This design comes from an exercise in tuning for a short achievable clock period and few clock cycles on the open sky130 flow, not from production work.
Function was checked by simulation only, so behaviour that the tests miss may differ from the original.
Power and IR drop assume default switching activity.

==> flow/design.v (excerpt) <==
module cpu(clk,reset,imem_addr,imem_rdata,dmem_addr,dmem_wdata,dmem_we,dmem_rdata,r1,r2,r3,r4,r5,r10);
input clk,reset;
output [31:0] imem_addr;
input  [31:0] imem_rdata;
output [31:0] dmem_addr,dmem_wdata;
output dmem_we;
input  [31:0] dmem_rdata;
output [31:0] r1,r2,r3,r4,r5,r10;
reg  [31:1] pc_f;                
reg  [31:0] ir_d;                
reg  [31:1] pc_d;
reg         pt_d;                
reg  [31:1] sa_d, sb_d;          
reg         v_d;
reg  [31:0] opa_e, opb_e, sd_e;  
reg         fam_e, fbm_e;        
reg  [31:0] bx_e;                
reg         fbp_e, fbn_e;        
reg         fal_e, fbl_e;        
reg         fsl_e, fsm_e;        
reg  [1:0]  op_e;                
reg  [4:0]  rd_e;
reg         wr_e, ld_e, st_e;
reg         br_e, pt_e;          
reg  [31:1] alt_e;               
reg         mis_q;               
reg  [31:1] alt_q;
reg  [31:0] res_m, sd_m;
reg  [31:0] res_n;               
reg  [4:0]  rd_m;
reg         wr_m, ld_m, st_m;
reg  [31:0] rf [1:31];
assign imem_addr  = {pc_f, 1'b0};
assign dmem_addr  = res_m;
assign dmem_wdata = sd_m;
assign dmem_we    = st_m;
assign r1 = rf[1] ^ 32'd1;
assign r2 = rf[2] ^ 32'd2;
assign r3 = rf[3] ^ 32'd3;
assign r4 = rf[4] ^ 32'd4;
assign r5 = rf[5] ^ 32'd5;
assign r10 = rf[10] ^ 32'd10;
wire [31:0] wb_data = ld_m ? dmem_rdata : res_m;
integer i;
always @(posedge clk or posedge reset)
    if (reset) begin
        for (i = 1; i < 32; i = i + 1) rf[i] <= 32'd0;
    end else begin
        for (i = 1; i < 32; i = i + 1)
            if (wr_m && rd_m == i) rf[i] <= wb_data ^ i;
    end
wire [31:0] a_e = fam_e ? res_m : opa_e;
wire [31:0] b_e = fbm_e ? res_m : opb_e;
wire [31:0] s_e = fsl_e ? dmem_rdata : fsm_e ? res_m : sd_e;
wire [31:0] la_e = fal_e ? dmem_rdata : a_e;
wire [31:0] lb_e = fbl_e ? dmem_rdata : b_e;
wire eq_e  = (la_e == lb_e);
wire        sub_e = (op_e == 2'd1);
wire [31:0] bs_e  = fbp_e ? res_m : fbn_e ? res_n : bx_e;
wire [31:0] sum_e;
add32 u_add32(.a(a_e), .b(bs_e), .cin(sub_e), .s(sum_e));
wire [31:0] logic_e = op_e[0] ? (la_e | lb_e) : (la_e & lb_e);
wire [31:0] alu_e = op_e[1] ? logic_e : sum_e;
wire mis_e = br_e && !mis_q && (eq_e != pt_e);
reg ex_zero;
always @(*)
    case (op_e)
        2'd0: ex_zero = ((opa_e ^ opb_e) == {(opa_e[30:0] | opb_e[30:0]), 1'b0});
        2'd1: ex_zero = (opa_e == opb_e);
        2'd2: ex_zero = ((opa_e & opb_e) == 32'd0);
  ...
Size in the first run: about 8100 cells after synthesis, about 0.075 mm2 of cells after synthesis.
==> flow/config.mk <==
export PLATFORM = sky130hd
export DESIGN_NAME = cpu
export DESIGN_NICKNAME = cpu
export VERILOG_FILES = /design/flow/design.v
export SDC_FILE = /design/flow/constraint.sdc
export NUM_CORES = 4
export LEC_CHECK = 0
export CAP_MARGIN = 40
export CORE_MARGIN = 2
export CORE_UTILIZATION = 40
export CTS_CLUSTER_DIAMETER = 80
export CTS_CLUSTER_SIZE = 20
export PLACE_DENSITY = 0.6
export SETUP_SLACK_MARGIN = 5
export SLEW_MARGIN = 60
export SYNTH_HIERARCHICAL = 1
export TNS_END_PERCENT = 100
==> flow/constraint.sdc <==
create_clock -name core_clock -period 13.0 [get_ports {clk}]
set_input_delay 2.6000 -clock core_clock [delete_from_list [all_inputs] [get_ports {clk}]]
set_output_delay 2.6000 -clock core_clock [all_outputs]
set_load 0.01 [all_outputs]
standard.sh (not shown) runs the stock make flow with config.mk's settings and CLKGATE_MAP_FILE= SYNTH_SCRIPT=/design/flow/synth_recipe.tcl, a recipe that flattens the netlist after the stock synthesis.
==> flow/flow/run.sh <==
#!/bin/bash
set -euo pipefail
MARGIN=${MARGIN:-9.0}
bash standard.sh SETUP_SLACK_MARGIN=$MARGIN "BUFFER_PORTS_ARGS=-buffer_cell sky130_fd_sc_hd__buf_6" finish > flow_make.log 2>&1
Testbench counts at the start, summed over its fixed seeds: cycles 13,436.
Edit:
Settings changed: CORE_UTILIZATION 40 to 55, PLACE_DENSITY 0.6 to 0.7.
What happened:
- The new run completed without violations
- global-route usage rose by 10 points
- synthesized area is unchanged
- cell area goes down by 2.9%
- die area came out lower by 27%
- routed wire length is lower by 6.4%
- power falls by 3.4%
- combinational power went down by 6.1%
- setup slack gains 0.076 ns
- flip-flop and latch count stays the same


## the previous run
Another version of the RTL of cpu (not shown whole).
For scale: ~7,700 cells after synthesis, about 360 I/O pins, ~72,000 um2 of cells after synthesis.
Settings: LEC_CHECK=0, CAP_MARGIN=40, CORE_MARGIN=2, CORE_UTILIZATION=40, PLACE_DENSITY=0.6, SETUP_SLACK_MARGIN=5, SLEW_MARGIN=60, SYNTH_HIERARCHICAL=1, TNS_END_PERCENT=100; clock period 13.0 ns.
Scripts as last shown in full above: flow/flow/run.sh
Testbench counts of the previous run, summed over its fixed seeds: cycles 13,414.
The inputs of the current run differ from those of the previous run as listed below.
- CTS_CLUSTER_SIZE: unset -> 20
- CTS_CLUSTER_DIAMETER: unset -> 80
--- outcome ---
Compared with the previous run, the current run shows a higher sequential portion of the cell area. On wire length, the higher figure sits with the current run, not the previous run. Share of cell area taken by muxes after synthesis: the previous run vs the current run identical. The current run vs the previous run on total power of the final layout: the current run is the lower one. The number of cells on the critical path in the current run was lower than what the previous run gave. The current run ends up with higher number of signal-net buffers in the layout than the previous run does. Looking at capture point of the critical path, the pc_f[19] result is from the current run; the pc_f[31] one comes from the previous run. Delta (the current run minus the previous run): worst hold slack increased by 0.015 ns relative to the old numbers; worst path setup slack after routing increased by 0.19 ns relative to the old numbers; maximum frequency up 4.2%; peak supply drop saw a decrease.

[afterwards: timing with drivers on the ports]
No port has a modelled driver above. Below, the same layouts with a new extraction and two added sets of constraints. Step 1 sets driving cells, clkbuf_16 on the clock port and buf_2 on the other inputs (assumed; they add their load-dependent delay and slew). Step 2 times the ports against the registers' clock, not the clock port: input delays grow and output delays shrink by t, the midpoint of the rising clock arrivals with the driver on. a / b / c = ideal / step 1 / step 2; a / b = the first two.
run | t, ns | setup slack, ns | latest minus earliest clock arrival (ns) | cell pins on the clock port's net
the first run of note 1 | 0.875 | 8.896 / 8.814 / 8.168 | 0.061 / 0.061 | 1
the second run of note 1 | 0.826 | 8.972 / 8.889 / 8.297 | 0.038 / 0.038 | 1
the previous run | 0.923 | 8.346 / 8.346 / 7.943 | 0.065 / 0.064 | 1
the current run | 0.881 | 8.534 / 8.534 / 8.176 | 0.057 / 0.058 | 1
After both steps every run listed still meets setup and hold. The setup slack of the first run of note 1, which loses most, moves by -0.082 ns with the drivers and by -0.728 ns with both steps.
